From an optimization exercise on the open Yosys and OpenROAD flow, aimed at small area, a short achievable clock period and few clock cycles; shortcuts taken in it are not production practice. The RTL was checked by simulation tests, not by an equivalence proof against the original design. Power figures rest on the tool's default switching activity, not on a simulated workload.

==> flow/design.v <==
module multi_core_wb #(
    parameter N = 2,
    parameter IMG_SIZE = 64,
    parameter OUTPUT_SIZE = 32
)(
    input clk,
    input rst,
    input         i_wb_cyc,
    input         i_wb_stb,
    input         i_wb_we,
    input  [3:0]  i_wb_sel,
    input  [31:0] i_wb_addr,
    input  [31:0] i_wb_data,
    output reg [31:0] o_wb_data,
    output reg        o_wb_ack,
    output reg        o_wb_stall
);
reg [3:0] cnt;    
always @(posedge clk) begin
  if (rst) cnt <= 4'd7;
  else     cnt <= cnt + 4'd1;
end
wire [3:0] cnt_n = cnt + 4'd1;
wire [2:0] cc    = cnt[2:0];      
wire [2:0] cc_n  = cnt_n[2:0];    
reg  stall_i, w_hold;
wire req       = i_wb_cyc & i_wb_stb & ~stall_i;
wire a9        = i_wb_addr[9];
wire acc_pix   = req &  i_wb_we & ~a9;
wire acc_start = req &  i_wb_we &  a9;
wire acc_stat  = req & ~i_wb_we &  a9;
reg        w_pend;
reg        w_core;
reg [1:0]  w_pair;    
reg [3:0]  w_slot;    
reg [31:0] w_data;
wire ins_now  = w_pend & (w_slot == cnt);
reg  [1:0] lr;        
wire [1:0] lr_n  = (cc == 3'd7) ? ((lr == 2'd2) ? 2'd0 : lr + 2'd1) : lr;
wire [1:0] lr_nn = (cc_n == 3'd7) ? ((lr_n == 2'd2) ? 2'd0 : lr_n + 2'd1) : lr_n;
wire dirty_now  = ins_now & ({1'b0, w_pair} <= {1'b0, lr} + 3'd1);
reg  clean;           
reg  clean_done;      
wire it_first   = (lr == 2'd0) & (cc == 3'd0);    
wire it_end     = (lr == 2'd0) & (cc == 3'd2);    
always @(posedge clk) begin
  if (rst) begin
    lr         <= 2'd2;
    clean      <= 1'b0;
    clean_done <= 1'b0;
  end else begin
    lr         <= lr_n;
    clean      <= (it_first | clean) & ~dirty_now;
    clean_done <= (it_first ? clean : clean_done) & ~ins_now;
  end
end
reg       busy;       
reg       done_flag;  
reg       st_wait;    
wire finish        = busy & it_end & clean_done & ~ins_now;
wire hold_stat     = acc_stat & busy & ~finish;
wire st_wait_n     = hold_stat | (st_wait & ~finish);
always @(posedge clk) begin
  if (rst) begin
    busy      <= 1'b0;
    done_flag <= 1'b0;
    st_wait   <= 1'b0;
  end else begin
    busy      <= (busy | acc_start) & ~finish;
    done_flag <= acc_start ? 1'b0 : (done_flag | finish);
    st_wait   <= st_wait_n;
  end
end
wire w_pend_n = stall_i ? (w_pend & ~ins_now) : acc_pix;
wire [3:0] w_slot_n = w_hold ? w_slot : i_wb_addr[3:0];
wire w_mis_n  = w_slot_n != cnt_n;
always @(posedge clk) begin
  if (!w_hold) begin
    w_core <= i_wb_addr[8];
    w_pair <= i_wb_addr[5:4];
    w_slot <= i_wb_addr[3:0];
    w_data <= i_wb_data;
  end
end
always @(posedge clk) begin
  if (rst) begin
    w_pend     <= 1'b0;
    w_hold     <= 1'b0;
    stall_i    <= 1'b0;
    o_wb_stall <= 1'b0;
    o_wb_ack   <= 1'b0;
  end else begin
    w_pend     <= w_pend_n;
    w_hold     <= w_pend_n & w_mis_n;
    stall_i    <= (st_wait_n | w_pend_n) & (st_wait_n | w_mis_n);
    o_wb_stall <= st_wait_n | (w_pend_n & w_mis_n);
    o_wb_ack   <= (req & ~hold_stat) | (st_wait & finish);
  end
end
wire [31:0] tap [0:15];    
genvar k, i;
generate
for (k = 0; k < 2; k = k + 1) begin : core_mem
  for (i = 0; i < 4; i = i + 1) begin : pair
    reg [511:0] r;
    wire ins = ins_now & (w_core == k) & (w_pair == i);
    always @(posedge clk)
      r <= {r[479:0], ins ? w_data : r[511:480]};
    assign tap[8*k + 2*i]     = r[511:480];
    assign tap[8*k + 2*i + 1] = r[255:224];
  end
end
endgenerate
wire [31:0] pred [0:1];
generate
for (k = 0; k < 2; k = k + 1) begin : core
  localparam P = (k == 1);
  reg       oh0, oh1;    
  reg [1:0] rb;          
  reg       ph0, ph1, ph0d, ph1d;
  reg [1:0] pb, pbd;
  reg       aclr, amv, ax2;  
  reg       bclr, bx2;       
  reg       fen, fclr;   
  always @(posedge clk) begin
    oh0  <= (lr_n == 2'd0) ^ P;
    oh1  <= (lr_n == 2'd1) ^ P;
    rb   <= lr_n ^ {2{P}};
    ph0  <= (lr_nn == 2'd0) ^ P;
    ph1  <= (lr_nn == 2'd1) ^ P;
    pb   <= lr_nn ^ {2{P}};
    ph0d <= ph0;
    ph1d <= ph1;
    pbd  <= pb;
    aclr <= (cc == 3'd0) ^ P;
    amv  <= ((cc == 3'd4) | (cc == 3'd6)) ^ P;
    ax2  <= ((cc == 3'd1) | (cc == 3'd2) | (cc == 3'd4) | (cc == 3'd6)) ^ P;
    bclr <= ((cc == 3'd2) | (cc == 3'd4)) ^ P;
    bx2  <= P ? ~(cc[0] & (cc[1] | cc[2])) : (cc[0] & (cc[1] ^ cc[2]));   
    fen  <= ((cc_n == 3'd6) | (cc_n == 3'd0) | (cc_n == 3'd2)) ^ P;
    fclr <= ((lr_n == 2'd0) & (cc_n == 3'd6)) ^ P;
  end
  wire s0 = oh0 ^ P;
  wire s1 = oh1 ^ P;
  wire [1:0] r = rb ^ {2{P}};
  wire t0 = ph0d ^ P;
  wire t1 = ph1d ^ P;
  wire [1:0] u = pbd ^ {2{P}};
  wire [31:0] q0 = s0 ? tap[8*k+0] : s1 ? tap[8*k+2] : tap[8*k+4];
  wire [31:0] q1 = t0 ? tap[8*k+1] : t1 ? tap[8*k+3] : tap[8*k+5];
  wire [31:0] q2 = r[1] ? tap[8*k+6] : r[0] ? tap[8*k+4] : tap[8*k+2];
  wire [31:0] q3 = u[1] ? tap[8*k+7] : u[0] ? tap[8*k+5] : tap[8*k+3];
  wire [31:0] n0  = ~q0;
  wire [31:0] n1  = ~q1;
  wire [31:0] s1v = q2 ^ q3 ^ n0;
  wire [31:0] m1  = (q2 & q3) | (q2 & n0) | (q3 & n0);
  wire [31:0] c1  = {m1[30:0], 1'b1};
  wire [31:0] ts  = s1v ^ c1 ^ n1;
  wire [31:0] m2  = (s1v & c1) | (s1v & n1) | (c1 & n1);
  reg  [31:0] tsr, tcr;
  always @(posedge clk) begin
    tsr <= ts;
    tcr <= {m2[30:0], 1'b1};
  end
  wire wa = ax2 ^ P;
  wire wb = bx2 ^ P;
  wire [31:0] ua = wa ? {tsr[30:0], 1'b0} : tsr;
  wire [31:0] va = wa ? {tcr[30:0], 1'b0} : tcr;
  wire [31:0] ub = wb ? {tsr[30:0], 1'b0} : tsr;
  wire [31:0] vb = wb ? {tcr[30:0], 1'b0} : tcr;
  reg  [31:0] as, bs, bc;
  reg  [14:0] ag;
  wire [31:0] ac;
  genvar g;
  for (g = 0; g < 16; g = g + 1) begin : agrp
    if (g < 15) assign ac[2*g+2] = ag[g];
    if (g < 15) assign ac[2*g+3] = 1'b0;
  end
  assign ac[1:0] = 2'b00;
  wire [31:0] a0s = (aclr ^ P) ? 32'd0 : (amv ^ P) ? bs : as;
  wire [31:0] a0c = (aclr ^ P) ? 32'd0 : (amv ^ P) ? bc : ac;
  wire [31:0] b0s = (bclr ^ P) ? 32'd0 : bs;
  wire [31:0] b0c = (bclr ^ P) ? 32'd0 : bc;
  wire [31:0] a1s = a0s ^ a0c ^ ua;
  wire [31:0] a1m = (a0s & a0c) | (a0s & ua) | (a0c & ua);
  wire [31:0] a1c = {a1m[30:0], 1'b0};
  wire [31:0] a2m = (a1s & a1c) | (a1s & va) | (a1c & va);
  wire [31:0] b1s = b0s ^ b0c ^ ub;
  wire [31:0] b1m = (b0s & b0c) | (b0s & ub) | (b0c & ub);
  wire [31:0] b1c = {b1m[30:0], 1'b0};
  wire [31:0] b2m = (b1s & b1c) | (b1s & vb) | (b1c & vb);
  wire [31:0] a2s = a1s ^ a1c ^ va;
  wire [31:0] a2c = {a2m[30:0], 1'b0};
  wire [47:0] a2g;    
  for (g = 0; g < 16; g = g + 1) begin : agsum
    assign a2g[3*g+2:3*g] = {1'b0, a2s[2*g+1:2*g]} + {1'b0, a2c[2*g+1:2*g]};
  end
  always @(posedge clk) begin
    as <= {a2g[46:45], a2g[43:42], a2g[40:39], a2g[37:36], a2g[34:33], a2g[31:30],
           a2g[28:27], a2g[25:24], a2g[22:21], a2g[19:18], a2g[16:15], a2g[13:12],
           a2g[10:9], a2g[7:6], a2g[4:3], a2g[1:0]};
    ag <= {a2g[44], a2g[41], a2g[38], a2g[35], a2g[32], a2g[29], a2g[26], a2g[23],
           a2g[20], a2g[17], a2g[14], a2g[11], a2g[8], a2g[5], a2g[2]};
    bs <= b1s ^ b1c ^ vb;
    bc <= {b2m[30:0], 1'b0};
  end
  reg  [31:0] X;
  always @(posedge clk) X <= as + ac;
  reg  [31:0] F, PR;
  wire [31:0] sum = ((fclr ^ P) ? 32'd0 : F) + {{2{X[31]}}, X[31:2]};
  always @(posedge clk) begin
    if (fen ^ P) F  <= sum;
    if (finish)  PR <= sum;
  end
  assign pred[k] = PR[31] ? 32'd0 : PR;    
end
endgenerate
always @(posedge clk) begin
  if (st_wait)  o_wb_data <= 32'd1;
  else if (a9)  o_wb_data <= {31'b0, done_flag | finish};
  else          o_wb_data <= pred[i_wb_addr[0]];
end
endmodule
export LEC_CHECK = 0
export CAP_MARGIN = 20
export CORE_MARGIN = 2
export CORE_UTILIZATION = 72
export CTS_BUF_LIST = sky130_fd_sc_hd__clkbuf_16
export CTS_CLUSTER_DIAMETER = 60
export CTS_CLUSTER_SIZE = 30
export PLACE_DENSITY = 0.8
export SLEW_MARGIN = 20
create_clock -name core_clock -period 10.0 [get_ports {clk}]
standard.sh (not shown) runs the stock make flow with config.mk's settings and CLKGATE_MAP_FILE= SYNTH_SCRIPT=/design/flow/synth_recipe.tcl, a recipe that flattens the netlist after the stock synthesis.
==> flow/flow/run.sh <==
#!/bin/bash
set -euo pipefail
export SETUP_SLACK_MARGIN=6.6
export TNS_END_PERCENT=100
bash standard.sh > standard_flow.log 2>&1
Testbench counts at the start, summed over its fixed seeds: cycles 6,968.
Change:
--- a/flow/design.v
+++ b/flow/design.v
@@ -37,6 +37,5 @@
 wire ins_now  = w_pend & (w_slot == cnt);
 reg  [1:0] lr;        
-wire [1:0] lr_n  = (cc == 3'd7) ? ((lr == 2'd2) ? 2'd0 : lr + 2'd1) : lr;
-wire [1:0] lr_nn = (cc_n == 3'd7) ? ((lr_n == 2'd2) ? 2'd0 : lr_n + 2'd1) : lr_n;
+wire [1:0] lr_n = (cc == 3'd7) ? ((lr == 2'd2) ? 2'd0 : lr + 2'd1) : lr;
 wire dirty_now  = ins_now & ({1'b0, w_pair} <= {1'b0, lr} + 3'd1);
 reg  clean;           
@@ -118,6 +117,4 @@
   reg       oh0, oh1;    
   reg [1:0] rb;          
-  reg       ph0, ph1, ph0d, ph1d;
-  reg [1:0] pb, pbd;
   reg       aclr, amv, ax2;  
   reg       bclr, bx2;       
@@ -127,10 +124,4 @@
     oh1  <= (lr_n == 2'd1) ^ P;
     rb   <= lr_n ^ {2{P}};
-    ph0  <= (lr_nn == 2'd0) ^ P;
-    ph1  <= (lr_nn == 2'd1) ^ P;
-    pb   <= lr_nn ^ {2{P}};
-    ph0d <= ph0;
-    ph1d <= ph1;
-    pbd  <= pb;
     aclr <= (cc == 3'd0) ^ P;
     amv  <= ((cc == 3'd4) | (cc == 3'd6)) ^ P;
@@ -144,11 +135,8 @@
   wire s1 = oh1 ^ P;
   wire [1:0] r = rb ^ {2{P}};
-  wire t0 = ph0d ^ P;
-  wire t1 = ph1d ^ P;
-  wire [1:0] u = pbd ^ {2{P}};
   wire [31:0] q0 = s0 ? tap[8*k+0] : s1 ? tap[8*k+2] : tap[8*k+4];
-  wire [31:0] q1 = t0 ? tap[8*k+1] : t1 ? tap[8*k+3] : tap[8*k+5];
+  wire [31:0] q1 = s0 ? tap[8*k+1] : s1 ? tap[8*k+3] : tap[8*k+5];
   wire [31:0] q2 = r[1] ? tap[8*k+6] : r[0] ? tap[8*k+4] : tap[8*k+2];
-  wire [31:0] q3 = u[1] ? tap[8*k+7] : u[0] ? tap[8*k+5] : tap[8*k+3];
+  wire [31:0] q3 = r[1] ? tap[8*k+7] : r[0] ? tap[8*k+5] : tap[8*k+3];
   wire [31:0] n0  = ~q0;
   wire [31:0] n1  = ~q1;
@@ -169,13 +157,5 @@
   wire [31:0] ub = wb ? {tsr[30:0], 1'b0} : tsr;
   wire [31:0] vb = wb ? {tcr[30:0], 1'b0} : tcr;
-  reg  [31:0] as, bs, bc;
-  reg  [14:0] ag;
-  wire [31:0] ac;
-  genvar g;
-  for (g = 0; g < 16; g = g + 1) begin : agrp
-    if (g < 15) assign ac[2*g+2] = ag[g];
-    if (g < 15) assign ac[2*g+3] = 1'b0;
-  end
-  assign ac[1:0] = 2'b00;
+  reg  [31:0] as, ac, bs, bc;
   wire [31:0] a0s = (aclr ^ P) ? 32'd0 : (amv ^ P) ? bs : as;
   wire [31:0] a0c = (aclr ^ P) ? 32'd0 : (amv ^ P) ? bc : ac;
@@ -190,16 +170,7 @@
   wire [31:0] b1c = {b1m[30:0], 1'b0};
   wire [31:0] b2m = (b1s & b1c) | (b1s & vb) | (b1c & vb);
-  wire [31:0] a2s = a1s ^ a1c ^ va;
-  wire [31:0] a2c = {a2m[30:0], 1'b0};
-  wire [47:0] a2g;    
-  for (g = 0; g < 16; g = g + 1) begin : agsum
-    assign a2g[3*g+2:3*g] = {1'b0, a2s[2*g+1:2*g]} + {1'b0, a2c[2*g+1:2*g]};
-  end
   always @(posedge clk) begin
-    as <= {a2g[46:45], a2g[43:42], a2g[40:39], a2g[37:36], a2g[34:33], a2g[31:30],
-           a2g[28:27], a2g[25:24], a2g[22:21], a2g[19:18], a2g[16:15], a2g[13:12],
-           a2g[10:9], a2g[7:6], a2g[4:3], a2g[1:0]};
-    ag <= {a2g[44], a2g[41], a2g[38], a2g[35], a2g[32], a2g[29], a2g[26], a2g[23],
-           a2g[20], a2g[17], a2g[14], a2g[11], a2g[8], a2g[5], a2g[2]};
+    as <= a1s ^ a1c ^ va;
+    ac <= {a2m[30:0], 1'b0};
     bs <= b1s ^ b1c ^ vb;
     bc <= {b2m[30:0], 1'b0};
@@ -211,7 +182,7 @@
   always @(posedge clk) begin
     if (fen ^ P) F  <= sum;
-    if (finish)  PR <= sum;
+    if (finish)  PR <= sum[31] ? 32'd0 : sum;
   end
-  assign pred[k] = PR[31] ? 32'd0 : PR;    
+  assign pred[k] = PR;
 end
 endgenerate
Via count shrinks by 0.44%.
Synthesized cell count grows by 0.59%.
Power grows by 2.3%.
Fmax is about the same.
Critical path depth grows by 9.
Testbench counts after the change, summed over its fixed seeds: cycles 6,968.

==> afterwards: timing with drivers on the ports <==
Ports are ideal in the flow. The routed layouts listed here were re-timed in OpenROAD. Step 1: set_driving_cell puts a clkbuf_16 on clk and a buf_2 on each other input, an assumption about the parent block. Step 2 also shifts input and output timing later by t, the mid clock arrival at the registers, as if the neighbouring blocks saw the same clock. Slacks: ideal ports / drivers / drivers and shift; pairs: ideal ports / drivers.
| run | t (ns) | setup slack, ns | worst register clock-pin slew, ns | worst data-port slew with drivers (ns) | pins driven straight from the clock port |
|---|---|---|---|---|---|
| the first run | 0.950 | 6.602 / 6.512 / 5.748 | 0.11 / 0.11 | 0.14 | 1 |
| the second run | 0.950 | 6.600 / 6.584 / 5.972 | 0.12 / 0.12 | 0.09 | 1 |
After both steps every run listed still meets setup and hold. For the first run, which loses most, drivers alone change the setup slack by -0.090 ns; drivers and shift together by -0.854 ns.
